Context: an optimization exercise on an open-source flow, tuned for small area and a short achievable clock period. The choices shown serve that exercise and are no tape-out recipe. The RTL was checked by simulation tests, not by an equivalence proof against the original design. Power figures rest on the tool's default switching activity, not on a simulated workload.

==> design.v <==
module  SingleCycleProcessor(DBtheRegVal, PC, DBtheReg, Instr, clk, reset);
	output  [31:0]  DBtheRegVal;
	output  [31:0]  PC;
	input   [3:0]   DBtheReg;
	input   [31:0]  Instr;
	input           clk, reset;
	reg     [31:0]  PC;
	reg     [31:0]  rf [0:14];
	reg     [14:0]  vld;
	reg     [31:0]  mem [0:7];
	reg             N, Z, C, V;
	wire    [3:0]   Rn = Instr[19:16];
	wire    [3:0]   Rd = Instr[15:12];
	wire    [3:0]   Rm = Instr[3:0];
	wire            RegWrite, MemWrite, PCSrc, MemtoReg, Branch, IsStr;
	wire            UseRegB, Sub, IsLogic, FlagNZ, FlagCV;
	wire    [1:0]   LogicOp;
	controlunit u1(.Instr(Instr), .Flags({N, Z, C, V}),
	               .RegWrite(RegWrite), .MemWrite(MemWrite), .PCSrc(PCSrc),
	               .MemtoReg(MemtoReg), .Branch(Branch), .IsStr(IsStr),
	               .UseRegB(UseRegB), .Sub(Sub), .IsLogic(IsLogic), .LogicOp(LogicOp),
	               .FlagNZ(FlagNZ), .FlagCV(FlagCV));
	wire    [28:0]  PCHiInc = PC[31:3] + 29'd1;
	wire    [31:0]  PCPlus8 = {PCHiInc, PC[2:0]};
	wire    [31:0]  PCPlus4 = PC[2] ? {PCHiInc, 1'b0, PC[1:0]} : {PC[31:3], 1'b1, PC[1:0]};
	wire    [15:0]  selA, selB, selD;
	wire            selImm = ~UseRegB & ~IsStr;
	genvar g;
	generate
		for (g = 0; g < 15; g = g + 1) begin : sel
			assign selA[g] = vld[g] & ~Branch & (Rn == g);
			assign selB[g] = vld[g] & ((IsStr & (Rd == g)) | (UseRegB & (Rm == g)));
			assign selD[g] = vld[g] & (DBtheReg == g);
		end
	endgenerate
	assign  selA[15] = Branch | (Rn == 4'd15);
	assign  selB[15] = (IsStr & (Rd == 4'd15)) | (UseRegB & (Rm == 4'd15));
	assign  selD[15] = (DBtheReg == 4'd15);
	wire    [31:0]  ExtImm;
	extend  u4(.ExtImm(ExtImm), .theData(Instr[23:0]), .ImmSrc(Instr[27:26]));
	wire    [31:0]  SrcA, SrcB, RD2;
	aor16   rda(.s(selA), .d0(rf[0]), .d1(rf[1]), .d2(rf[2]), .d3(rf[3]), .d4(rf[4]),
	            .d5(rf[5]), .d6(rf[6]), .d7(rf[7]), .d8(rf[8]), .d9(rf[9]), .d10(rf[10]),
	            .d11(rf[11]), .d12(rf[12]), .d13(rf[13]), .d14(rf[14]), .d15(PCPlus8), .y(SrcA));
	aor16   rdb(.s(selB), .d0(rf[0]), .d1(rf[1]), .d2(rf[2]), .d3(rf[3]), .d4(rf[4]),
	            .d5(rf[5]), .d6(rf[6]), .d7(rf[7]), .d8(rf[8]), .d9(rf[9]), .d10(rf[10]),
	            .d11(rf[11]), .d12(rf[12]), .d13(rf[13]), .d14(rf[14]), .d15(PCPlus8), .y(RD2));
	assign  SrcB = RD2 | (ExtImm & {32{selImm}});
	aor16   rdd(.s(selD), .d0(rf[0]), .d1(rf[1]), .d2(rf[2]), .d3(rf[3]), .d4(rf[4]),
	            .d5(rf[5]), .d6(rf[6]), .d7(rf[7]), .d8(rf[8]), .d9(rf[9]), .d10(rf[10]),
	            .d11(rf[11]), .d12(rf[12]), .d13(rf[13]), .d14(rf[14]), .d15(PCPlus8), .y(DBtheRegVal));
	wire    [31:0]  Sum, Logic;
	wire    [3:0]   ALUFlags;
	alu     u5(.Sum(Sum), .Logic(Logic), .ALUFlags(ALUFlags), .Sub(Sub),
	           .IsLogic(IsLogic), .LogicOp(LogicOp), .SrcA(SrcA), .SrcB(SrcB));
	wire    [7:0]   selM;
	msel    ms(.a(SrcA[4:0]), .b(Instr[4:0]), .sel(selM));
	wire    [31:0]  ReadData;
	aor8    rdm(.s(selM), .d0(mem[0]), .d1(mem[1]), .d2(mem[2]), .d3(mem[3]),
	            .d4(mem[4]), .d5(mem[5]), .d6(mem[6]), .d7(mem[7]), .y(ReadData));
	wire            UseSum = ~MemtoReg & ~IsLogic;
	wire    [31:0]  NotSum = MemtoReg ? ReadData : (Logic & {32{IsLogic}});
	wire    [31:0]  Result, PCNext;
	ao21x32 resw(.y(Result), .a(Sum), .s(UseSum), .b(NotSum));
	ao21x32 resp(.y(PCNext), .a(Sum), .s(UseSum & PCSrc), .b(PCSrc ? NotSum : PCPlus4));
	always @(posedge clk, posedge reset) begin
		if (reset)
			PC <= 32'b0;
		else
			PC <= PCNext;
	end
	wire    [14:0]  wen;
	generate
		for (g = 0; g < 15; g = g + 1) begin : wr
			assign wen[g] = RegWrite & (Rd == g);
			always @(posedge clk)
				if (wen[g])
					rf[g] <= Result;
		end
		for (g = 0; g < 8; g = g + 1) begin : mw
			always @(posedge clk)
				if (MemWrite & selM[g])
					mem[g] <= RD2;
		end
	endgenerate
	always @(posedge clk, posedge reset) begin
		if (reset)
			vld <= 15'b0;
		else
			vld <= vld | wen;
	end
	always @(posedge clk) begin
		if (FlagNZ) begin
			N <= ALUFlags[3];
			Z <= ALUFlags[2];
		end
		if (FlagCV) begin
			C <= ALUFlags[1];
			V <= ALUFlags[0];
		end
	end
endmodule
module controlunit(Instr, Flags, RegWrite, MemWrite, PCSrc, MemtoReg,
                   Branch, IsStr, UseRegB, Sub, IsLogic, LogicOp, FlagNZ, FlagCV);
	input  [31:0]   Instr;
	input  [3:0]    Flags;
	output          RegWrite, MemWrite, PCSrc, MemtoReg, Branch, IsStr;
	output          UseRegB, Sub, IsLogic, FlagNZ, FlagCV;
	output [1:0]    LogicOp;
	wire            N = Flags[3], Z = Flags[2], C = Flags[1], V = Flags[0];
	reg             CondEx;
	wire   [3:0]    Cond = Instr[31:28];
	wire   [1:0]    Op   = Instr[27:26];
	wire   [3:0]    Cmd  = Instr[24:21];
	wire            S    = Instr[20];
	wire            RdIs15 = &Instr[15:12];
	wire            IsDP  = (Op == 2'b00);
	wire            IsMem = (Op == 2'b01);
	assign          Branch   = (Op == 2'b10);
	assign          MemtoReg = IsMem & S;
	assign          IsStr    = IsMem & ~S;
	assign          UseRegB  = IsDP & ~Instr[25];
	wire            cADD = (Cmd == 4'b0100);
	wire            cSUB = (Cmd == 4'b0010);
	wire            cAND = (Cmd == 4'b0000);
	wire            cORR = (Cmd == 4'b1100);
	wire            cCMP = (Cmd == 4'b1010) & S;
	wire            cEOR = (Cmd == 4'b0001);
	assign          Sub     = IsDP & (cSUB | cCMP);
	assign          IsLogic = IsDP & (cAND | cORR | cEOR);
	assign          LogicOp = {cEOR, cORR};       
	wire            NoWrite = cCMP;
	wire            FW1 = IsDP & ((S & (cADD | cSUB | cAND | cORR | cCMP)) | cEOR);
	wire            FW0 = IsDP & ((S & (cADD | cSUB | cCMP)) | cEOR);
	wire            RegW = IsDP | MemtoReg;
	always @(*) begin
		case (Cond)
			4'b0000:    CondEx = Z;
			4'b0001:    CondEx = !Z;
			4'b0010:    CondEx = C;
			4'b0011:    CondEx = !C;
			4'b0100:    CondEx = N;
			4'b0101:    CondEx = !N;
			4'b0110:    CondEx = V;
			4'b0111:    CondEx = !V;
			4'b1000:    CondEx = (!Z) && C;
			4'b1001:    CondEx = Z || (!C);
			4'b1010:    CondEx = !(N ^ V);
			4'b1011:    CondEx = N ^ V;
			4'b1100:    CondEx = (!Z) && (!(N ^ V));
			4'b1101:    CondEx = Z || (N ^ V);
			default:    CondEx = 1'b1;
		endcase
	end
	assign  FlagNZ   = FW1 & CondEx;
	assign  FlagCV   = FW0 & CondEx;
	assign  PCSrc    = ((RdIs15 & RegW) | Branch) & CondEx;
	assign  RegWrite = RegW & ~(IsDP & NoWrite) & ~RdIs15 & CondEx;
	assign  MemWrite = IsStr & CondEx;
endmodule
module aor16(s, d0, d1, d2, d3, d4, d5, d6, d7, d8, d9, d10, d11, d12, d13, d14, d15, y);
	input   [15:0]  s;
	input   [31:0]  d0, d1, d2, d3, d4, d5, d6, d7, d8, d9, d10, d11, d12, d13, d14, d15;
	output  [31:0]  y;
	assign  y = ((d0  & {32{s[0]}})  | (d1  & {32{s[1]}}))  | ((d2  & {32{s[2]}})  | (d3  & {32{s[3]}}))
	          | ((d4  & {32{s[4]}})  | (d5  & {32{s[5]}}))  | ((d6  & {32{s[6]}})  | (d7  & {32{s[7]}}))
	          | ((d8  & {32{s[8]}})  | (d9  & {32{s[9]}}))  | ((d10 & {32{s[10]}}) | (d11 & {32{s[11]}}))
	          | ((d12 & {32{s[12]}}) | (d13 & {32{s[13]}})) | ((d14 & {32{s[14]}}) | (d15 & {32{s[15]}}));
endmodule
module ao21x32(y, a, s, b);
	output  [31:0]  y;
	input   [31:0]  a, b;
	input           s;
	assign  y = (a & {32{s}}) | b;
endmodule
module  extend(ExtImm, theData, ImmSrc);
	output  [31:0]  ExtImm;
	input   [23:0]  theData;
	input   [1:0]   ImmSrc;
	reg     [31:0]  ExtImm;
	always  @(*) begin
		case(ImmSrc)
			2'b00:  ExtImm = {24'b0, theData[7:0]};                      
			2'b01:  ExtImm = {20'b0, theData[11:0]};                     
			2'b10:  ExtImm = { {6{theData[23]}}, theData[23:0], 2'b00};  
			default:  ExtImm = 32'b0;
		endcase
	end
endmodule
module alu(Sum, Logic, ALUFlags, Sub, IsLogic, LogicOp, SrcA, SrcB);
	output  [31:0]  Sum, Logic;
	output  [3:0]   ALUFlags;
	input           Sub, IsLogic;
	input   [1:0]   LogicOp;
	input   [31:0]  SrcA, SrcB;
	wire    [31:0]  B = SrcB ^ {32{Sub}};
	wire    [31:0]  P = SrcA ^ B;
	wire            Cout, C31;
	ksadd   add(.a(SrcA), .b(B), .p(P), .ci(Sub), .s(Sum), .co(Cout), .c31(C31));
	reg     [31:0]  Logic;
	always @(*) begin
		case (LogicOp)
			2'b00:   Logic = SrcA & SrcB;
			2'b01:   Logic = SrcA | SrcB;
			default: Logic = SrcA ^ SrcB;
		endcase
	end
	wire    [31:0]  K = {SrcA[30:0] | B[30:0], Sub};
	wire            ZSum = ~|(P ^ K);
	wire            ZLogic = ~|Logic;
	wire    N = IsLogic ? Logic[31] : Sum[31];
	wire    Z = IsLogic ? ZLogic : ZSum;
	wire    C = ~IsLogic & Cout;
	wire    V = ~IsLogic & (Cout ^ C31);
	assign  ALUFlags = {N, Z, C, V};
endmodule
module ksadd(a, b, p, ci, s, co, c31);
	input   [31:0]  a, b, p;    
	input           ci;
	output  [31:0]  s;
	output          co, c31;
	wire g0_0;
	wire t0_0;
	wire g0_1;
	wire t0_1;
	wire g0_2;
	wire t0_2;
	wire g0_3;
	wire t0_3;
	wire g0_4;
	wire t0_4;
	wire g0_5;
	wire t0_5;
	wire g0_6;
	wire t0_6;
	wire g0_7;
	wire t0_7;
	wire g0_8;
	wire t0_8;
	wire g0_9;
	wire t0_9;
	wire g0_10;
	wire t0_10;
	wire g0_11;
	wire t0_11;
	wire g0_12;
	wire t0_12;
	wire g0_13;
	wire t0_13;
	wire g0_14;
	wire t0_14;
	wire g0_15;
	wire t0_15;
	wire g0_16;
	wire t0_16;
	wire g0_17;
	wire t0_17;
	wire g0_18;
	wire t0_18;
	wire g0_19;
	wire t0_19;
	wire g0_20;
	wire t0_20;
	wire g0_21;
	wire t0_21;
	wire g0_22;
	wire t0_22;
	wire g0_23;
	wire t0_23;
	wire g0_24;
	wire t0_24;
	wire g0_25;
	wire t0_25;
	wire g0_26;
	wire t0_26;
	wire g0_27;
	wire t0_27;
	wire g0_28;
	wire t0_28;
	wire g0_29;
	wire t0_29;
	wire g0_30;
	wire t0_30;
	wire g0_31;
	wire t0_31;
	wire g1_1;
	wire ci_n;
	wire g1_2;
	wire t1_2;
	wire g1_3;
	wire t1_3;
	wire g1_4;
	wire t1_4;
	wire g1_5;
	wire t1_5;
	wire g1_6;
	wire t1_6;
	wire g1_7;
	wire t1_7;
	wire g1_8;
	wire t1_8;
	wire g1_9;
	wire t1_9;
	wire g1_10;
	wire t1_10;
	wire g1_11;
	wire t1_11;
	wire g1_12;
	wire t1_12;
	wire g1_13;
	wire t1_13;
	wire g1_14;
	wire t1_14;
	wire g1_15;
	wire t1_15;
	wire g1_16;
	wire t1_16;
	wire g1_17;
	wire t1_17;
	wire g1_18;
	wire t1_18;
	wire g1_19;
	wire t1_19;
	wire g1_20;
	wire t1_20;
	wire g1_21;
	wire t1_21;
	wire g1_22;
	wire t1_22;
	wire g1_23;
	wire t1_23;
	wire g1_24;
	wire t1_24;
	wire g1_25;
	wire t1_25;
	wire g1_26;
	wire t1_26;
	wire g1_27;
	wire t1_27;
	wire g1_28;
	wire t1_28;
	wire g1_29;
	wire t1_29;
	wire g1_30;
	wire t1_30;
	wire g1_31;
	wire t1_31;
	wire g1_32;
	wire t1_32;
	wire g2_2;
	wire g2_3;
	wire g2_4;
	wire t2_4;
	wire g2_5;
	wire t2_5;
	wire g2_6;
	wire t2_6;
	wire g2_7;
	wire t2_7;
	wire g2_8;
	wire t2_8;
	wire g2_9;
	wire t2_9;
	wire g2_10;
	wire t2_10;
	wire g2_11;
	wire t2_11;
	wire g2_12;
	wire t2_12;
	wire g2_13;
	wire t2_13;
	wire g2_14;
	wire t2_14;
	wire g2_15;
	wire t2_15;
	wire g2_16;
	wire t2_16;
	wire g2_17;
	wire t2_17;
	wire g2_18;
	wire t2_18;
	wire g2_19;
	wire t2_19;
	wire g2_20;
	wire t2_20;
	wire g2_21;
	wire t2_21;
	wire g2_22;
	wire t2_22;
	wire g2_23;
	wire t2_23;
	wire g2_24;
	wire t2_24;
	wire g2_25;
	wire t2_25;
	wire g2_26;
	wire t2_26;
	wire g2_27;
	wire t2_27;
	wire g2_28;
	wire t2_28;
	wire g2_29;
	wire t2_29;
	wire g2_30;
	wire t2_30;
	wire g2_31;
	wire t2_31;
	wire g2_32;
	wire t2_32;
	wire g3_4;
	wire g3_5;
	wire g1_1_n;
	wire g3_6;
	wire g3_7;
	wire g3_8;
	wire t3_8;
	wire g3_9;
	wire t3_9;
	wire g3_10;
	wire t3_10;
	wire g3_11;
	wire t3_11;
	wire g3_12;
	wire t3_12;
	wire g3_13;
	wire t3_13;
	wire g3_14;
	wire t3_14;
	wire g3_15;
	wire t3_15;
	wire g3_16;
	wire t3_16;
	wire g3_17;
	wire t3_17;
	wire g3_18;
	wire t3_18;
	wire g3_19;
	wire t3_19;
	wire g3_20;
	wire t3_20;
	wire g3_21;
	wire t3_21;
	wire g3_22;
	wire t3_22;
	wire g3_23;
	wire t3_23;
	wire g3_24;
	wire t3_24;
	wire g3_25;
	wire t3_25;
	wire g3_26;
	wire t3_26;
	wire g3_27;
	wire t3_27;
	wire g3_28;
	wire t3_28;
	wire g3_29;
	wire t3_29;
	wire g3_30;
	wire t3_30;
	wire g3_31;
	wire t3_31;
	wire g3_32;
	wire t3_32;
	wire g4_8;
	wire g4_9;
	wire g4_10;
	wire g2_2_n;
	wire g4_11;
	wire g2_3_n;
	wire g4_12;
	wire g4_13;
	wire g4_14;
	wire g4_15;
	wire g4_16;
	wire t4_16;
	wire g4_17;
	wire t4_17;
	wire g4_18;
	wire t4_18;
	wire g4_19;
	wire t4_19;
	wire g4_20;
	wire t4_20;
	wire g4_21;
	wire t4_21;
	wire g4_22;
	wire t4_22;
	wire g4_23;
	wire t4_23;
	wire g4_24;
	wire t4_24;
	wire g4_25;
	wire t4_25;
	wire g4_26;
	wire t4_26;
	wire g4_27;
	wire t4_27;
	wire g4_28;
	wire t4_28;
	wire g4_29;
	wire t4_29;
	wire g4_30;
	wire t4_30;
	wire g4_31;
	wire t4_31;
	wire g4_32;
	wire t4_32;
	wire g5_16;
	wire g5_17;
	wire g5_18;
	wire g5_19;
	wire g5_20;
	wire g3_4_n;
	wire g5_21;
	wire g3_5_n;
	wire g5_22;
	wire g3_6_n;
	wire g5_23;
	wire g3_7_n;
	wire g5_24;
	wire g5_25;
	wire g5_26;
	wire g5_27;
	wire g5_28;
	wire g5_29;
	wire g5_30;
	wire g5_31;
	wire g5_32;
	wire t5_32;
	wire g6_32;
	wire g6_32_n;
	c_nand2 k1(.y(g0_0), .a(a[0]), .b(b[0]));
	c_nor2 k2(.y(t0_0), .a(a[0]), .b(b[0]));
	c_nand2 k3(.y(g0_1), .a(a[1]), .b(b[1]));
	c_nor2 k4(.y(t0_1), .a(a[1]), .b(b[1]));
	c_nand2 k5(.y(g0_2), .a(a[2]), .b(b[2]));
	c_nor2 k6(.y(t0_2), .a(a[2]), .b(b[2]));
	c_nand2 k7(.y(g0_3), .a(a[3]), .b(b[3]));
	c_nor2 k8(.y(t0_3), .a(a[3]), .b(b[3]));
	c_nand2 k9(.y(g0_4), .a(a[4]), .b(b[4]));
	c_nor2 k10(.y(t0_4), .a(a[4]), .b(b[4]));
	c_nand2 k11(.y(g0_5), .a(a[5]), .b(b[5]));
	c_nor2 k12(.y(t0_5), .a(a[5]), .b(b[5]));
	c_nand2 k13(.y(g0_6), .a(a[6]), .b(b[6]));
	c_nor2 k14(.y(t0_6), .a(a[6]), .b(b[6]));
	c_nand2 k15(.y(g0_7), .a(a[7]), .b(b[7]));
	c_nor2 k16(.y(t0_7), .a(a[7]), .b(b[7]));
	c_nand2 k17(.y(g0_8), .a(a[8]), .b(b[8]));
	c_nor2 k18(.y(t0_8), .a(a[8]), .b(b[8]));
	c_nand2 k19(.y(g0_9), .a(a[9]), .b(b[9]));
	c_nor2 k20(.y(t0_9), .a(a[9]), .b(b[9]));
	c_nand2 k21(.y(g0_10), .a(a[10]), .b(b[10]));
	c_nor2 k22(.y(t0_10), .a(a[10]), .b(b[10]));
	c_nand2 k23(.y(g0_11), .a(a[11]), .b(b[11]));
	c_nor2 k24(.y(t0_11), .a(a[11]), .b(b[11]));
	c_nand2 k25(.y(g0_12), .a(a[12]), .b(b[12]));
	c_nor2 k26(.y(t0_12), .a(a[12]), .b(b[12]));
	c_nand2 k27(.y(g0_13), .a(a[13]), .b(b[13]));
	c_nor2 k28(.y(t0_13), .a(a[13]), .b(b[13]));
	c_nand2 k29(.y(g0_14), .a(a[14]), .b(b[14]));
	c_nor2 k30(.y(t0_14), .a(a[14]), .b(b[14]));
	c_nand2 k31(.y(g0_15), .a(a[15]), .b(b[15]));
	c_nor2 k32(.y(t0_15), .a(a[15]), .b(b[15]));
	c_nand2 k33(.y(g0_16), .a(a[16]), .b(b[16]));
	c_nor2 k34(.y(t0_16), .a(a[16]), .b(b[16]));
	c_nand2 k35(.y(g0_17), .a(a[17]), .b(b[17]));
	c_nor2 k36(.y(t0_17), .a(a[17]), .b(b[17]));
	c_nand2 k37(.y(g0_18), .a(a[18]), .b(b[18]));
	c_nor2 k38(.y(t0_18), .a(a[18]), .b(b[18]));
	c_nand2 k39(.y(g0_19), .a(a[19]), .b(b[19]));
	c_nor2 k40(.y(t0_19), .a(a[19]), .b(b[19]));
	c_nand2 k41(.y(g0_20), .a(a[20]), .b(b[20]));
	c_nor2 k42(.y(t0_20), .a(a[20]), .b(b[20]));
	c_nand2 k43(.y(g0_21), .a(a[21]), .b(b[21]));
	c_nor2 k44(.y(t0_21), .a(a[21]), .b(b[21]));
	c_nand2 k45(.y(g0_22), .a(a[22]), .b(b[22]));
	c_nor2 k46(.y(t0_22), .a(a[22]), .b(b[22]));
	c_nand2 k47(.y(g0_23), .a(a[23]), .b(b[23]));
	c_nor2 k48(.y(t0_23), .a(a[23]), .b(b[23]));
	c_nand2 k49(.y(g0_24), .a(a[24]), .b(b[24]));
	c_nor2 k50(.y(t0_24), .a(a[24]), .b(b[24]));
	c_nand2 k51(.y(g0_25), .a(a[25]), .b(b[25]));
	c_nor2 k52(.y(t0_25), .a(a[25]), .b(b[25]));
	c_nand2 k53(.y(g0_26), .a(a[26]), .b(b[26]));
	c_nor2 k54(.y(t0_26), .a(a[26]), .b(b[26]));
	c_nand2 k55(.y(g0_27), .a(a[27]), .b(b[27]));
	c_nor2 k56(.y(t0_27), .a(a[27]), .b(b[27]));
	c_nand2 k57(.y(g0_28), .a(a[28]), .b(b[28]));
	c_nor2 k58(.y(t0_28), .a(a[28]), .b(b[28]));
	c_nand2 k59(.y(g0_29), .a(a[29]), .b(b[29]));
	c_nor2 k60(.y(t0_29), .a(a[29]), .b(b[29]));
	c_nand2 k61(.y(g0_30), .a(a[30]), .b(b[30]));
	c_nor2 k62(.y(t0_30), .a(a[30]), .b(b[30]));
	c_nand2 k63(.y(g0_31), .a(a[31]), .b(b[31]));
	c_nor2 k64(.y(t0_31), .a(a[31]), .b(b[31]));
	c_inv k65(.y(ci_n), .a(ci));
	c_oai21 k66(.y(g1_1), .a(g0_0), .b(t0_0), .c(ci_n));
	c_oai21 k67(.y(g1_2), .a(g0_1), .b(t0_1), .c(g0_0));
	c_nor2 k68(.y(t1_2), .a(t0_1), .b(t0_0));
	c_oai21 k69(.y(g1_3), .a(g0_2), .b(t0_2), .c(g0_1));
	c_nor2 k70(.y(t1_3), .a(t0_2), .b(t0_1));
	c_oai21 k71(.y(g1_4), .a(g0_3), .b(t0_3), .c(g0_2));
	c_nor2 k72(.y(t1_4), .a(t0_3), .b(t0_2));
	c_oai21 k73(.y(g1_5), .a(g0_4), .b(t0_4), .c(g0_3));
	c_nor2 k74(.y(t1_5), .a(t0_4), .b(t0_3));
	c_oai21 k75(.y(g1_6), .a(g0_5), .b(t0_5), .c(g0_4));
	c_nor2 k76(.y(t1_6), .a(t0_5), .b(t0_4));
	c_oai21 k77(.y(g1_7), .a(g0_6), .b(t0_6), .c(g0_5));
	c_nor2 k78(.y(t1_7), .a(t0_6), .b(t0_5));
	c_oai21 k79(.y(g1_8), .a(g0_7), .b(t0_7), .c(g0_6));
	c_nor2 k80(.y(t1_8), .a(t0_7), .b(t0_6));
	c_oai21 k81(.y(g1_9), .a(g0_8), .b(t0_8), .c(g0_7));
	c_nor2 k82(.y(t1_9), .a(t0_8), .b(t0_7));
	c_oai21 k83(.y(g1_10), .a(g0_9), .b(t0_9), .c(g0_8));
	c_nor2 k84(.y(t1_10), .a(t0_9), .b(t0_8));
	c_oai21 k85(.y(g1_11), .a(g0_10), .b(t0_10), .c(g0_9));
	c_nor2 k86(.y(t1_11), .a(t0_10), .b(t0_9));
	c_oai21 k87(.y(g1_12), .a(g0_11), .b(t0_11), .c(g0_10));
	c_nor2 k88(.y(t1_12), .a(t0_11), .b(t0_10));
	c_oai21 k89(.y(g1_13), .a(g0_12), .b(t0_12), .c(g0_11));
	c_nor2 k90(.y(t1_13), .a(t0_12), .b(t0_11));
	c_oai21 k91(.y(g1_14), .a(g0_13), .b(t0_13), .c(g0_12));
	c_nor2 k92(.y(t1_14), .a(t0_13), .b(t0_12));
	c_oai21 k93(.y(g1_15), .a(g0_14), .b(t0_14), .c(g0_13));
	c_nor2 k94(.y(t1_15), .a(t0_14), .b(t0_13));
	c_oai21 k95(.y(g1_16), .a(g0_15), .b(t0_15), .c(g0_14));
	c_nor2 k96(.y(t1_16), .a(t0_15), .b(t0_14));
	c_oai21 k97(.y(g1_17), .a(g0_16), .b(t0_16), .c(g0_15));
	c_nor2 k98(.y(t1_17), .a(t0_16), .b(t0_15));
	c_oai21 k99(.y(g1_18), .a(g0_17), .b(t0_17), .c(g0_16));
	c_nor2 k100(.y(t1_18), .a(t0_17), .b(t0_16));
	c_oai21 k101(.y(g1_19), .a(g0_18), .b(t0_18), .c(g0_17));
	c_nor2 k102(.y(t1_19), .a(t0_18), .b(t0_17));
	c_oai21 k103(.y(g1_20), .a(g0_19), .b(t0_19), .c(g0_18));
	c_nor2 k104(.y(t1_20), .a(t0_19), .b(t0_18));
	c_oai21 k105(.y(g1_21), .a(g0_20), .b(t0_20), .c(g0_19));
	c_nor2 k106(.y(t1_21), .a(t0_20), .b(t0_19));
	c_oai21 k107(.y(g1_22), .a(g0_21), .b(t0_21), .c(g0_20));
	c_nor2 k108(.y(t1_22), .a(t0_21), .b(t0_20));
	c_oai21 k109(.y(g1_23), .a(g0_22), .b(t0_22), .c(g0_21));
	c_nor2 k110(.y(t1_23), .a(t0_22), .b(t0_21));
	c_oai21 k111(.y(g1_24), .a(g0_23), .b(t0_23), .c(g0_22));
	c_nor2 k112(.y(t1_24), .a(t0_23), .b(t0_22));
	c_oai21 k113(.y(g1_25), .a(g0_24), .b(t0_24), .c(g0_23));
	c_nor2 k114(.y(t1_25), .a(t0_24), .b(t0_23));
	c_oai21 k115(.y(g1_26), .a(g0_25), .b(t0_25), .c(g0_24));
	c_nor2 k116(.y(t1_26), .a(t0_25), .b(t0_24));
	c_oai21 k117(.y(g1_27), .a(g0_26), .b(t0_26), .c(g0_25));
	c_nor2 k118(.y(t1_27), .a(t0_26), .b(t0_25));
	c_oai21 k119(.y(g1_28), .a(g0_27), .b(t0_27), .c(g0_26));
	c_nor2 k120(.y(t1_28), .a(t0_27), .b(t0_26));
	c_oai21 k121(.y(g1_29), .a(g0_28), .b(t0_28), .c(g0_27));
	c_nor2 k122(.y(t1_29), .a(t0_28), .b(t0_27));
	c_oai21 k123(.y(g1_30), .a(g0_29), .b(t0_29), .c(g0_28));
	c_nor2 k124(.y(t1_30), .a(t0_29), .b(t0_28));
	c_oai21 k125(.y(g1_31), .a(g0_30), .b(t0_30), .c(g0_29));
	c_nor2 k126(.y(t1_31), .a(t0_30), .b(t0_29));
	c_oai21 k127(.y(g1_32), .a(g0_31), .b(t0_31), .c(g0_30));
	c_nor2 k128(.y(t1_32), .a(t0_31), .b(t0_30));
	c_aoi21 k129(.y(g2_2), .a(g1_2), .b(t1_2), .c(ci));
	c_aoi21 k130(.y(g2_3), .a(g1_3), .b(t1_3), .c(g1_1));
	c_aoi21 k131(.y(g2_4), .a(g1_4), .b(t1_4), .c(g1_2));
	c_nand2 k132(.y(t2_4), .a(t1_4), .b(t1_2));
	c_aoi21 k133(.y(g2_5), .a(g1_5), .b(t1_5), .c(g1_3));
	c_nand2 k134(.y(t2_5), .a(t1_5), .b(t1_3));
	c_aoi21 k135(.y(g2_6), .a(g1_6), .b(t1_6), .c(g1_4));
	c_nand2 k136(.y(t2_6), .a(t1_6), .b(t1_4));
	c_aoi21 k137(.y(g2_7), .a(g1_7), .b(t1_7), .c(g1_5));
	c_nand2 k138(.y(t2_7), .a(t1_7), .b(t1_5));
	c_aoi21 k139(.y(g2_8), .a(g1_8), .b(t1_8), .c(g1_6));
	c_nand2 k140(.y(t2_8), .a(t1_8), .b(t1_6));
	c_aoi21 k141(.y(g2_9), .a(g1_9), .b(t1_9), .c(g1_7));
	c_nand2 k142(.y(t2_9), .a(t1_9), .b(t1_7));
	c_aoi21 k143(.y(g2_10), .a(g1_10), .b(t1_10), .c(g1_8));
	c_nand2 k144(.y(t2_10), .a(t1_10), .b(t1_8));
	c_aoi21 k145(.y(g2_11), .a(g1_11), .b(t1_11), .c(g1_9));
	c_nand2 k146(.y(t2_11), .a(t1_11), .b(t1_9));
	c_aoi21 k147(.y(g2_12), .a(g1_12), .b(t1_12), .c(g1_10));
	c_nand2 k148(.y(t2_12), .a(t1_12), .b(t1_10));
	c_aoi21 k149(.y(g2_13), .a(g1_13), .b(t1_13), .c(g1_11));
	c_nand2 k150(.y(t2_13), .a(t1_13), .b(t1_11));
	c_aoi21 k151(.y(g2_14), .a(g1_14), .b(t1_14), .c(g1_12));
	c_nand2 k152(.y(t2_14), .a(t1_14), .b(t1_12));
	c_aoi21 k153(.y(g2_15), .a(g1_15), .b(t1_15), .c(g1_13));
	c_nand2 k154(.y(t2_15), .a(t1_15), .b(t1_13));
	c_aoi21 k155(.y(g2_16), .a(g1_16), .b(t1_16), .c(g1_14));
	c_nand2 k156(.y(t2_16), .a(t1_16), .b(t1_14));
	c_aoi21 k157(.y(g2_17), .a(g1_17), .b(t1_17), .c(g1_15));
	c_nand2 k158(.y(t2_17), .a(t1_17), .b(t1_15));
	c_aoi21 k159(.y(g2_18), .a(g1_18), .b(t1_18), .c(g1_16));
	c_nand2 k160(.y(t2_18), .a(t1_18), .b(t1_16));
	c_aoi21 k161(.y(g2_19), .a(g1_19), .b(t1_19), .c(g1_17));
	c_nand2 k162(.y(t2_19), .a(t1_19), .b(t1_17));
	c_aoi21 k163(.y(g2_20), .a(g1_20), .b(t1_20), .c(g1_18));
	c_nand2 k164(.y(t2_20), .a(t1_20), .b(t1_18));
	c_aoi21 k165(.y(g2_21), .a(g1_21), .b(t1_21), .c(g1_19));
	c_nand2 k166(.y(t2_21), .a(t1_21), .b(t1_19));
	c_aoi21 k167(.y(g2_22), .a(g1_22), .b(t1_22), .c(g1_20));
	c_nand2 k168(.y(t2_22), .a(t1_22), .b(t1_20));
	c_aoi21 k169(.y(g2_23), .a(g1_23), .b(t1_23), .c(g1_21));
	c_nand2 k170(.y(t2_23), .a(t1_23), .b(t1_21));
	c_aoi21 k171(.y(g2_24), .a(g1_24), .b(t1_24), .c(g1_22));
	c_nand2 k172(.y(t2_24), .a(t1_24), .b(t1_22));
	c_aoi21 k173(.y(g2_25), .a(g1_25), .b(t1_25), .c(g1_23));
	c_nand2 k174(.y(t2_25), .a(t1_25), .b(t1_23));
	c_aoi21 k175(.y(g2_26), .a(g1_26), .b(t1_26), .c(g1_24));
	c_nand2 k176(.y(t2_26), .a(t1_26), .b(t1_24));
	c_aoi21 k177(.y(g2_27), .a(g1_27), .b(t1_27), .c(g1_25));
	c_nand2 k178(.y(t2_27), .a(t1_27), .b(t1_25));
	c_aoi21 k179(.y(g2_28), .a(g1_28), .b(t1_28), .c(g1_26));
	c_nand2 k180(.y(t2_28), .a(t1_28), .b(t1_26));
	c_aoi21 k181(.y(g2_29), .a(g1_29), .b(t1_29), .c(g1_27));
	c_nand2 k182(.y(t2_29), .a(t1_29), .b(t1_27));
	c_aoi21 k183(.y(g2_30), .a(g1_30), .b(t1_30), .c(g1_28));
	c_nand2 k184(.y(t2_30), .a(t1_30), .b(t1_28));
	c_aoi21 k185(.y(g2_31), .a(g1_31), .b(t1_31), .c(g1_29));
	c_nand2 k186(.y(t2_31), .a(t1_31), .b(t1_29));
	c_aoi21 k187(.y(g2_32), .a(g1_32), .b(t1_32), .c(g1_30));
	c_nand2 k188(.y(t2_32), .a(t1_32), .b(t1_30));
	c_oai21 k189(.y(g3_4), .a(g2_4), .b(t2_4), .c(ci_n));
	c_inv k190(.y(g1_1_n), .a(g1_1));
	c_oai21 k191(.y(g3_5), .a(g2_5), .b(t2_5), .c(g1_1_n));
	c_oai21 k192(.y(g3_6), .a(g2_6), .b(t2_6), .c(g2_2));
	c_oai21 k193(.y(g3_7), .a(g2_7), .b(t2_7), .c(g2_3));
	c_oai21 k194(.y(g3_8), .a(g2_8), .b(t2_8), .c(g2_4));
	c_nor2 k195(.y(t3_8), .a(t2_8), .b(t2_4));
	c_oai21 k196(.y(g3_9), .a(g2_9), .b(t2_9), .c(g2_5));
	c_nor2 k197(.y(t3_9), .a(t2_9), .b(t2_5));
	c_oai21 k198(.y(g3_10), .a(g2_10), .b(t2_10), .c(g2_6));
	c_nor2 k199(.y(t3_10), .a(t2_10), .b(t2_6));
	c_oai21 k200(.y(g3_11), .a(g2_11), .b(t2_11), .c(g2_7));
	c_nor2 k201(.y(t3_11), .a(t2_11), .b(t2_7));
	c_oai21 k202(.y(g3_12), .a(g2_12), .b(t2_12), .c(g2_8));
	c_nor2 k203(.y(t3_12), .a(t2_12), .b(t2_8));
	c_oai21 k204(.y(g3_13), .a(g2_13), .b(t2_13), .c(g2_9));
	c_nor2 k205(.y(t3_13), .a(t2_13), .b(t2_9));
	c_oai21 k206(.y(g3_14), .a(g2_14), .b(t2_14), .c(g2_10));
	c_nor2 k207(.y(t3_14), .a(t2_14), .b(t2_10));
	c_oai21 k208(.y(g3_15), .a(g2_15), .b(t2_15), .c(g2_11));
	c_nor2 k209(.y(t3_15), .a(t2_15), .b(t2_11));
	c_oai21 k210(.y(g3_16), .a(g2_16), .b(t2_16), .c(g2_12));
	c_nor2 k211(.y(t3_16), .a(t2_16), .b(t2_12));
	c_oai21 k212(.y(g3_17), .a(g2_17), .b(t2_17), .c(g2_13));
	c_nor2 k213(.y(t3_17), .a(t2_17), .b(t2_13));
	c_oai21 k214(.y(g3_18), .a(g2_18), .b(t2_18), .c(g2_14));
	c_nor2 k215(.y(t3_18), .a(t2_18), .b(t2_14));
	c_oai21 k216(.y(g3_19), .a(g2_19), .b(t2_19), .c(g2_15));
	c_nor2 k217(.y(t3_19), .a(t2_19), .b(t2_15));
	c_oai21 k218(.y(g3_20), .a(g2_20), .b(t2_20), .c(g2_16));
	c_nor2 k219(.y(t3_20), .a(t2_20), .b(t2_16));
	c_oai21 k220(.y(g3_21), .a(g2_21), .b(t2_21), .c(g2_17));
	c_nor2 k221(.y(t3_21), .a(t2_21), .b(t2_17));
	c_oai21 k222(.y(g3_22), .a(g2_22), .b(t2_22), .c(g2_18));
	c_nor2 k223(.y(t3_22), .a(t2_22), .b(t2_18));
	c_oai21 k224(.y(g3_23), .a(g2_23), .b(t2_23), .c(g2_19));
	c_nor2 k225(.y(t3_23), .a(t2_23), .b(t2_19));
	c_oai21 k226(.y(g3_24), .a(g2_24), .b(t2_24), .c(g2_20));
	c_nor2 k227(.y(t3_24), .a(t2_24), .b(t2_20));
	c_oai21 k228(.y(g3_25), .a(g2_25), .b(t2_25), .c(g2_21));
	c_nor2 k229(.y(t3_25), .a(t2_25), .b(t2_21));
	c_oai21 k230(.y(g3_26), .a(g2_26), .b(t2_26), .c(g2_22));
	c_nor2 k231(.y(t3_26), .a(t2_26), .b(t2_22));
	c_oai21 k232(.y(g3_27), .a(g2_27), .b(t2_27), .c(g2_23));
	c_nor2 k233(.y(t3_27), .a(t2_27), .b(t2_23));
	c_oai21 k234(.y(g3_28), .a(g2_28), .b(t2_28), .c(g2_24));
	c_nor2 k235(.y(t3_28), .a(t2_28), .b(t2_24));
	c_oai21 k236(.y(g3_29), .a(g2_29), .b(t2_29), .c(g2_25));
	c_nor2 k237(.y(t3_29), .a(t2_29), .b(t2_25));
	c_oai21 k238(.y(g3_30), .a(g2_30), .b(t2_30), .c(g2_26));
	c_nor2 k239(.y(t3_30), .a(t2_30), .b(t2_26));
	c_oai21 k240(.y(g3_31), .a(g2_31), .b(t2_31), .c(g2_27));
	c_nor2 k241(.y(t3_31), .a(t2_31), .b(t2_27));
	c_oai21 k242(.y(g3_32), .a(g2_32), .b(t2_32), .c(g2_28));
	c_nor2 k243(.y(t3_32), .a(t2_32), .b(t2_28));
	c_aoi21 k244(.y(g4_8), .a(g3_8), .b(t3_8), .c(ci));
	c_aoi21 k245(.y(g4_9), .a(g3_9), .b(t3_9), .c(g1_1));
	c_inv k246(.y(g2_2_n), .a(g2_2));
	c_aoi21 k247(.y(g4_10), .a(g3_10), .b(t3_10), .c(g2_2_n));
	c_inv k248(.y(g2_3_n), .a(g2_3));
	c_aoi21 k249(.y(g4_11), .a(g3_11), .b(t3_11), .c(g2_3_n));
	c_aoi21 k250(.y(g4_12), .a(g3_12), .b(t3_12), .c(g3_4));
	c_aoi21 k251(.y(g4_13), .a(g3_13), .b(t3_13), .c(g3_5));
	c_aoi21 k252(.y(g4_14), .a(g3_14), .b(t3_14), .c(g3_6));
	c_aoi21 k253(.y(g4_15), .a(g3_15), .b(t3_15), .c(g3_7));
	c_aoi21 k254(.y(g4_16), .a(g3_16), .b(t3_16), .c(g3_8));
	c_nand2 k255(.y(t4_16), .a(t3_16), .b(t3_8));
	c_aoi21 k256(.y(g4_17), .a(g3_17), .b(t3_17), .c(g3_9));
	c_nand2 k257(.y(t4_17), .a(t3_17), .b(t3_9));
	c_aoi21 k258(.y(g4_18), .a(g3_18), .b(t3_18), .c(g3_10));
	c_nand2 k259(.y(t4_18), .a(t3_18), .b(t3_10));
	c_aoi21 k260(.y(g4_19), .a(g3_19), .b(t3_19), .c(g3_11));
	c_nand2 k261(.y(t4_19), .a(t3_19), .b(t3_11));
	c_aoi21 k262(.y(g4_20), .a(g3_20), .b(t3_20), .c(g3_12));
	c_nand2 k263(.y(t4_20), .a(t3_20), .b(t3_12));
	c_aoi21 k264(.y(g4_21), .a(g3_21), .b(t3_21), .c(g3_13));
	c_nand2 k265(.y(t4_21), .a(t3_21), .b(t3_13));
	c_aoi21 k266(.y(g4_22), .a(g3_22), .b(t3_22), .c(g3_14));
	c_nand2 k267(.y(t4_22), .a(t3_22), .b(t3_14));
	c_aoi21 k268(.y(g4_23), .a(g3_23), .b(t3_23), .c(g3_15));
	c_nand2 k269(.y(t4_23), .a(t3_23), .b(t3_15));
	c_aoi21 k270(.y(g4_24), .a(g3_24), .b(t3_24), .c(g3_16));
	c_nand2 k271(.y(t4_24), .a(t3_24), .b(t3_16));
	c_aoi21 k272(.y(g4_25), .a(g3_25), .b(t3_25), .c(g3_17));
	c_nand2 k273(.y(t4_25), .a(t3_25), .b(t3_17));
	c_aoi21 k274(.y(g4_26), .a(g3_26), .b(t3_26), .c(g3_18));
	c_nand2 k275(.y(t4_26), .a(t3_26), .b(t3_18));
	c_aoi21 k276(.y(g4_27), .a(g3_27), .b(t3_27), .c(g3_19));
	c_nand2 k277(.y(t4_27), .a(t3_27), .b(t3_19));
	c_aoi21 k278(.y(g4_28), .a(g3_28), .b(t3_28), .c(g3_20));
	c_nand2 k279(.y(t4_28), .a(t3_28), .b(t3_20));
	c_aoi21 k280(.y(g4_29), .a(g3_29), .b(t3_29), .c(g3_21));
	c_nand2 k281(.y(t4_29), .a(t3_29), .b(t3_21));
	c_aoi21 k282(.y(g4_30), .a(g3_30), .b(t3_30), .c(g3_22));
	c_nand2 k283(.y(t4_30), .a(t3_30), .b(t3_22));
	c_aoi21 k284(.y(g4_31), .a(g3_31), .b(t3_31), .c(g3_23));
	c_nand2 k285(.y(t4_31), .a(t3_31), .b(t3_23));
	c_aoi21 k286(.y(g4_32), .a(g3_32), .b(t3_32), .c(g3_24));
	c_nand2 k287(.y(t4_32), .a(t3_32), .b(t3_24));
	c_oai21 k288(.y(g5_16), .a(g4_16), .b(t4_16), .c(ci_n));
	c_oai21 k289(.y(g5_17), .a(g4_17), .b(t4_17), .c(g1_1_n));
	c_oai21 k290(.y(g5_18), .a(g4_18), .b(t4_18), .c(g2_2));
	c_oai21 k291(.y(g5_19), .a(g4_19), .b(t4_19), .c(g2_3));
	c_inv k292(.y(g3_4_n), .a(g3_4));
	c_oai21 k293(.y(g5_20), .a(g4_20), .b(t4_20), .c(g3_4_n));
	c_inv k294(.y(g3_5_n), .a(g3_5));
	c_oai21 k295(.y(g5_21), .a(g4_21), .b(t4_21), .c(g3_5_n));
	c_inv k296(.y(g3_6_n), .a(g3_6));
	c_oai21 k297(.y(g5_22), .a(g4_22), .b(t4_22), .c(g3_6_n));
	c_inv k298(.y(g3_7_n), .a(g3_7));
	c_oai21 k299(.y(g5_23), .a(g4_23), .b(t4_23), .c(g3_7_n));
	c_oai21 k300(.y(g5_24), .a(g4_24), .b(t4_24), .c(g4_8));
	c_oai21 k301(.y(g5_25), .a(g4_25), .b(t4_25), .c(g4_9));
	c_oai21 k302(.y(g5_26), .a(g4_26), .b(t4_26), .c(g4_10));
	c_oai21 k303(.y(g5_27), .a(g4_27), .b(t4_27), .c(g4_11));
	c_oai21 k304(.y(g5_28), .a(g4_28), .b(t4_28), .c(g4_12));
	c_oai21 k305(.y(g5_29), .a(g4_29), .b(t4_29), .c(g4_13));
	c_oai21 k306(.y(g5_30), .a(g4_30), .b(t4_30), .c(g4_14));
	c_oai21 k307(.y(g5_31), .a(g4_31), .b(t4_31), .c(g4_15));
	c_oai21 k308(.y(g5_32), .a(g4_32), .b(t4_32), .c(g4_16));
	c_nor2 k309(.y(t5_32), .a(t4_32), .b(t4_16));
	c_aoi21 k310(.y(g6_32), .a(g5_32), .b(t5_32), .c(ci));
	c_xor2 k311(.y(s[0]), .a(p[0]), .b(ci));
	c_xor2 k312(.y(s[1]), .a(p[1]), .b(g1_1));
	c_xnor2 k313(.y(s[2]), .a(p[2]), .b(g2_2));
	c_xnor2 k314(.y(s[3]), .a(p[3]), .b(g2_3));
	c_xor2 k315(.y(s[4]), .a(p[4]), .b(g3_4));
	c_xor2 k316(.y(s[5]), .a(p[5]), .b(g3_5));
	c_xor2 k317(.y(s[6]), .a(p[6]), .b(g3_6));
	c_xor2 k318(.y(s[7]), .a(p[7]), .b(g3_7));
	c_xnor2 k319(.y(s[8]), .a(p[8]), .b(g4_8));
	c_xnor2 k320(.y(s[9]), .a(p[9]), .b(g4_9));
	c_xnor2 k321(.y(s[10]), .a(p[10]), .b(g4_10));
	c_xnor2 k322(.y(s[11]), .a(p[11]), .b(g4_11));
	c_xnor2 k323(.y(s[12]), .a(p[12]), .b(g4_12));
	c_xnor2 k324(.y(s[13]), .a(p[13]), .b(g4_13));
	c_xnor2 k325(.y(s[14]), .a(p[14]), .b(g4_14));
	c_xnor2 k326(.y(s[15]), .a(p[15]), .b(g4_15));
	c_xor2 k327(.y(s[16]), .a(p[16]), .b(g5_16));
	c_xor2 k328(.y(s[17]), .a(p[17]), .b(g5_17));
	c_xor2 k329(.y(s[18]), .a(p[18]), .b(g5_18));
	c_xor2 k330(.y(s[19]), .a(p[19]), .b(g5_19));
	c_xor2 k331(.y(s[20]), .a(p[20]), .b(g5_20));
	c_xor2 k332(.y(s[21]), .a(p[21]), .b(g5_21));
	c_xor2 k333(.y(s[22]), .a(p[22]), .b(g5_22));
	c_xor2 k334(.y(s[23]), .a(p[23]), .b(g5_23));
	c_xor2 k335(.y(s[24]), .a(p[24]), .b(g5_24));
	c_xor2 k336(.y(s[25]), .a(p[25]), .b(g5_25));
	c_xor2 k337(.y(s[26]), .a(p[26]), .b(g5_26));
	c_xor2 k338(.y(s[27]), .a(p[27]), .b(g5_27));
	c_xor2 k339(.y(s[28]), .a(p[28]), .b(g5_28));
	c_xor2 k340(.y(s[29]), .a(p[29]), .b(g5_29));
	c_xor2 k341(.y(s[30]), .a(p[30]), .b(g5_30));
	c_xor2 k342(.y(s[31]), .a(p[31]), .b(g5_31));
	c_inv k343(.y(g6_32_n), .a(g6_32));
	assign co = g6_32_n;
	assign c31 = g5_31;
endmodule
module c_inv(y, a);        output y; input a;       assign y = ~a;              endmodule
module c_nand2(y, a, b);   output y; input a, b;    assign y = ~(a & b);        endmodule
module c_nor2(y, a, b);    output y; input a, b;    assign y = ~(a | b);        endmodule
module c_aoi21(y, a, b, c); output y; input a, b, c; assign y = ~(a | (b & c)); endmodule
module c_oai21(y, a, b, c); output y; input a, b, c; assign y = ~(a & (b | c)); endmodule
module c_xor2(y, a, b);    output y; input a, b;    assign y = a ^ b;           endmodule
module c_xnor2(y, a, b);   output y; input a, b;    assign y = ~(a ^ b);        endmodule
module aor8(s, d0, d1, d2, d3, d4, d5, d6, d7, y);
	input   [7:0]   s;
	input   [31:0]  d0, d1, d2, d3, d4, d5, d6, d7;
	output  [31:0]  y;
	assign  y = ((d0 & {32{s[0]}}) | (d1 & {32{s[1]}})) | ((d2 & {32{s[2]}}) | (d3 & {32{s[3]}}))
	          | ((d4 & {32{s[4]}}) | (d5 & {32{s[5]}})) | ((d6 & {32{s[6]}}) | (d7 & {32{s[7]}}));
endmodule
module msel(a, b, sel);
	input   [4:0]   a, b;
	output  [7:0]   sel;
	wire            c2 = (a[1] & b[1]) | ((a[1] | b[1]) & a[0] & b[0]);
	wire    [2:0]   b1 = b[4:2] + 3'd1;
	reg     [7:0]   sel;
	reg     [7:0]   t;
	integer j, k;
	always @(*) begin
		for (j = 0; j < 8; j = j + 1)
			t[j] = c2 ? (b1 == j) : (b[4:2] == j);
		for (j = 0; j < 8; j = j + 1) begin
			sel[j] = 1'b0;
			for (k = 0; k < 8; k = k + 1)
				sel[j] = sel[j] | ((a[4:2] == k) & t[(j - k) & 7]);
		end
	end
endmodule
==> run.sh <==
#!/bin/bash
# synth_recipe.tcl (not shown) runs the flow's synth.tcl, then flattens the netlist and writes it again
# the make line also repeats each setting of config.mk as NAME=value (left out here)
make -C /OpenROAD-flow-scripts/flow DESIGN_CONFIG=/design/flow/config.mk WORK_HOME=/design/flow/orfs CLKGATE_MAP_FILE= SYNTH_SCRIPT=/design/flow/synth_recipe.tcl finish
==> config.mk <==
export PLATFORM = sky130hd
export DESIGN_NAME = SingleCycleProcessor
export DESIGN_NICKNAME = SingleCycleProcessor
export VERILOG_FILES = /design/flow/design.v
export SDC_FILE = /design/flow/constraint.sdc
export NUM_CORES = 4
export LEC_CHECK = 0
export CAP_MARGIN = 20
export CORE_MARGIN = 2
export CORE_UTILIZATION = 50
export SETUP_SLACK_MARGIN = 5
export SLEW_MARGIN = 20
export SYNTH_HIERARCHICAL = 1
export TNS_END_PERCENT = 0
==> constraint.sdc <==
create_clock -name core_clock -period 10.0 [get_ports {clk}]
set_input_delay 2.0000 -clock core_clock [delete_from_list [all_inputs] [get_ports {clk}]]
set_output_delay 2.0000 -clock core_clock [all_outputs]
set_load 0.01 [all_outputs]
==> results.toml <==
[cts]
cts_hold_buffers = 0
worst_skew_pair.late_latency_ns = 0.71
cts_max_path_buffers = 3
htree_num_levels = 3
tritoncts.num_buffers = 84
cts_root_buffer = "sky130_fd_sc_hd__clkbuf_16"
cts_sinks = 787
clk_transition_reported_paths_ns = 0.06
cts_tree = "yes"

[synth]
synth_sequential_area_ratio_pct = 54.2
post_synthesis_simple_gate_area_fraction_pct = 9.31
synth.yosys.warnings = 15
dominantRegCellSynth = "sky130_fd_sc_hd__edfxtp_1"
synth_compound_gate_area_share_pct = 24.7
synthXorXnorAreaFrac_pct = 2.90
synthAdderAreaFrac_pct = 2.87
instance_count_of_the_mapped_netlist = 3502
mappedNetlistNets = 3639
ys_async_sr_fraction_pct = 5.97
mux_contribution_to_synthesized_area_pct = 0.583
synth_edf_count = 740
yosysUniqueCellTypes = 88
synth_seq_cells = 787
cell_area_synth_sq_mm = 0.0432
combinational_family_with_the_most_area_after_synthesis = "compound AO/OA/AOI/OAI gates"
syn_area_per_cell_sq_um = 12.3

[pwr]
seqPwrFrac_pct = 39.7
intPower_mw = 6.90
pwr-share-clk_pct = 29.9
comb_power_share_pct = 30.4
max-vdd-ir-drop_mv = 0.161
switching_share_pct = 35.2
power_density_mw_per_mm2 = 204
power.leakage_nw = 18.3
netSwitchingPower_mw = 3.74

[routing]
final_antenna_net_count = 0
drc_errors = 0
vias = 37900
detail_route.first_pass.iterations = 8
route.final.wire_length_um = 197000
dr.first_iter.drc_count = 5857
route.detailed.vias_per_inst = 7.59
wire_per_inst_um = 39.5

[finish]
finalNetCount = 3916
filler_cell_count_in_the_final_layout = 6810
final_layout_size_suffix_gt1_share_pct = 25.7
post-route-cell-area_sq_mm = 0.0522
synthToLayoutAreaGrowth_pct = 20.9

[worst_setup_path]
critical_path_end_type = "flop"
crit_buf_inv = 5
path_max_fanout = 11
path_class = "input pin to flop"
worst_ep_required_time_ns = 10.41
critical_path_arrival_ns = 6.72
critPathMaxStageDelay_ns = 0.49
timing.critical_path.mode_cell = "sky130_fd_sc_hd__buf_4"
worstPathCellList = "dlygate4sd2_1 > nor3b_1 > buf_4 > nand3b_1 > o22ai_2 > and2_4 > buf_4 > a221oi_1 > nand4_1 > buf_4 > a21o_1 > xor2_2 > nand2_1 > o21ai_2 > a21oi_2 > o21ai_2 > a21oi_2 > o21ai_4 > xor2_2 > buf_4 > a21o_2"
critical-path-slowest-cell = "sky130_fd_sc_hd__o22ai_2"
path_delay_family = "compound AO/OA/AOI/OAI gates"
critical_path.startpoint_type = "input pin"

[sta]
final.period_utilization_pct = 63.2
hold_violation_total_from_the_final_report = 0
timing.fmax_mhz = 158
final.setup.tns_ns = 0
final_min_period_ns = 6.32
maxSlewViolCount = 0
worst-slew-pin-transition_ns = 1.02
timing.final.ws_setup_ns = 3.68
final.setup_skew_ns = 0.0474
maxSlewHeadroom_pct = 31.7
report.final.setup_viol = 0
rsz0062_at_grt = "true"

[floorplan]
start_util_pct = 50.5
num_io_pins = 102
dieWidth_um = 298
die-height_um = 298
fp.dieArea_sq_mm = 0.0887
row_count = 107
design.core.area_sq_mm = 0.0854

[placement]
place.port_buffers = 101
gp_congestion = 1.02
placed_cell_area_sq_mm = 0.0450
dpl_worst_slack_ns = 1.09
dp.final_hpwl_um = 121000

[grt]
grt_antenna_before_repair = 10
grt_pass1_vias = 36400
grt_first_pass_wirelength_um = 269000
largest_net_degree_at_the_start_of_global_routing = 67
grtUsageTotal_pct = 42.9
globalRouteOverflowTotal = 0

[hold_path]
holdCritPathClass = "flop to flop"

[outcome]
run_status = "finished clean"

[job]
cap_viol_max_count = 0
[per-module statistics from Yosys, one instance, submodules excluded, a selection]
module / cells inside / copies in the design / cell area, sq um / flops+latches
c_xnor2: 1 / 10 / 8.76 / 0
extend: 37 / 1 / 275 / 0
c_nand2: 1 / 78 / 3.75 / 0
alu: 431 / 1 / 3170 / 0
c_aoi21: 1 / 57 / 8.76 / 0
aor8: 184 / 1 / 1320 / 0
c_nor2: 1 / 89 / 3.75 / 0
msel: 103 / 1 / 677 / 0
c_xor2: 1 / 22 / 8.76 / 0
c_oai21: 1 / 78 / 5.00 / 0
SingleCycleProcessor: 1265 / 1 / 26500 / 787
[cell type report]
type                            instances  area, sq um  area share (%)
Antenna cell                            5         12.5          0.0240
Clock buffer                          110         2260            4.33
Clock inverter                         42          522            1.00
Inverter                              129          492           0.942
Multi-Input combinational cell       2354        19900            38.1
Sequential cell                       787        23400            44.8
Tap cell                             1144         1430            2.74
Timing Repair Buffer                  423         4170            7.99
[worst register-to-register path, cell delays in order (launching register included)]
cell and delay (ns):
sky130_fd_sc_hd__dfrtp_1 0.55, sky130_fd_sc_hd__ha_1 0.33, sky130_fd_sc_hd__and3_1 0.48, sky130_fd_sc_hd__nand3_1 0.33, sky130_fd_sc_hd__nor3_1 0.29, sky130_fd_sc_hd__xor2_1 0.28, sky130_fd_sc_hd__a22o_1 0.27, sky130_fd_sc_hd__a221oi_1 0.30
sky130_fd_sc_hd__nand4_1 0.21, sky130_fd_sc_hd__buf_12 0.20, sky130_fd_sc_hd__a21o_1 0.19, sky130_fd_sc_hd__xor2_1 0.24, sky130_fd_sc_hd__inv_1 0.07, sky130_fd_sc_hd__ha_1 0.36, sky130_fd_sc_hd__xnor2_1 0.61, sky130_fd_sc_hd__nor4_2 0.13
sky130_fd_sc_hd__nand4_1 0.19, sky130_fd_sc_hd__nor3_1 0.09, sky130_fd_sc_hd__a41o_1 0.23
[through the flow]
stage | util, % | instances | hold WS (ns) | total power [mW]
global placement | 52.7 | 4606 | 0.505 | 6.82
floorplan | - | 3502 | 0.460 | 5.69
finish | 61.1 | 4994 | 0.555 | 10.6
CTS | 59.9 | 4943 | 0.529 | 10.4
global route | 61.1 | 4989 | 0.583 | 10.9
detailed placement | 52.7 | 4606 | 0.499 | 6.86
[placed cells by master (no fill, tap or decap), drive strengths merged, types with 32 or more instances in the layout]
master / n
a21o: 104
a21oi: 68
a221oi: 385
a22o: 425
a22oi: 132
and2: 64
and3: 43
buf: 334
clkbuf: 112
clkdlybuf4s50: 54
dfrtp: 47
edfxtp: 740
ha: 99
inv: 130
nand2: 155
nand4: 155
nor2: 153
nor2b: 32
o21ai: 123
xnor2: 71
xor2: 72
[power groups by stage]
stage	registers (mW)	clock network, mW	logic, mW
2_1_floorplan	4.15	0	1.54
3_3_place_gp	4.25	0	2.57
3_5_place_dp	4.26	0	2.60
4_1_cts	4.20	3.19	2.99
5_1_grt	4.22	3.31	3.35
6_report	4.22	3.18	3.23
[worst paths after layout]
check | slack [ns] | start | to | depth (start not counted)
max | 3.68 | Instr[20] | rf[1][24] | 21
min | 0.56 | vld[8] | vld[8] | 1
max reg2reg | 4.41 | PC[3] | Z | 18
min reg2reg | 0.56 | vld[8] | vld[8] | 1
max in group asynchronous | 7.62 | reset | PC[29] | 3
min in group asynchronous | 1.84 | reset | PC[3] | 3
[sequential cells by signal, summed over array words and instances (netlist names)]
| register | count |
|---|---|
| rf | 480 |
| mem | 256 |
| PC | 32 |
| vld | 15 |
| C | 1 |
| N | 1 |
| V | 1 |
| Z | 1 |
[logic make-up after synthesis]
family,count (synthesis)
buf+inv,380
flops,787
simple gates,755
compound gates,1314
fa+ha+maj,99
mux,24
xor+xnor,143
[metal layers]
layer,track usage [%],vias to the layer above,part of all wire (%)
li1,-,15000,-
met1,52.4,18800,35
met2,64.3,3175,43
met3,16.2,945,14
met4,26.5,12,7.7
met5,1.41,-,0.12
[Yosys cell counts (47+ instances only)]
library cell               number  share of area, %
sky130_fd_sc_hd__dfrtp_1       47               2.7
sky130_fd_sc_hd__buf_6         90               2.3
sky130_fd_sc_hd__a221oi_1     384               7.8
sky130_fd_sc_hd__a21oi_2       58               1.2
sky130_fd_sc_hd__a21o_1        94               1.6
sky130_fd_sc_hd__o21ai_1       78              0.90
sky130_fd_sc_hd__edfxtp_1     740                51
sky130_fd_sc_hd__nand2_1      155               1.3
sky130_fd_sc_hd__a22o_1       418               8.5
sky130_fd_sc_hd__xnor2_1       71               1.4
sky130_fd_sc_hd__ha_1          99               2.9
sky130_fd_sc_hd__nand4_1      153               2.2
sky130_fd_sc_hd__inv_1        129               1.1
sky130_fd_sc_hd__a22oi_1      131               2.3
sky130_fd_sc_hd__clkbuf_1      92              0.80
sky130_fd_sc_hd__nor2_1       150               1.3
sky130_fd_sc_hd__xor2_1        72               1.5
sky130_fd_sc_hd__and2_1        59              0.86
[what timing repair did]
item / CTS / global route
buffers inserted: 169 / 41
gates resized for setup: 521 / 130
pin swaps: 106 / 55
endpoints found under the setup margin: 1467 / 1182
endpoints found under the hold margin: 0 / 0
gates cloned: 16 / 5

-- re-timing with driven ports --
Ports are ideal in the flow. The routed layout listed here was re-timed in OpenROAD. Step 1 sets driving cells, clkbuf_16 on the clock port and buf_2 on the other inputs (assumed; they add their load-dependent delay and slew). Step 2 adds t to the input delays and takes it off the output delays; t is the mean of the earliest and latest rising clock arrival at the registers after step 1. Input paths then give back, and output paths get back, about the clock's delay inside the block. Slacks: no drivers / after step 1 / after step 2; pairs: no drivers / after step 1.
shift t [ns]: 0.760
slack for setup (ns): 3.683 / 3.733 / 2.973
worst setup path at the end: input to register
worst data-port slew with drivers (ns): 0.07
After both steps this run still meets setup and hold. For this run, drivers alone change the setup slack by +0.050 ns; drivers and shift together by -0.710 ns.
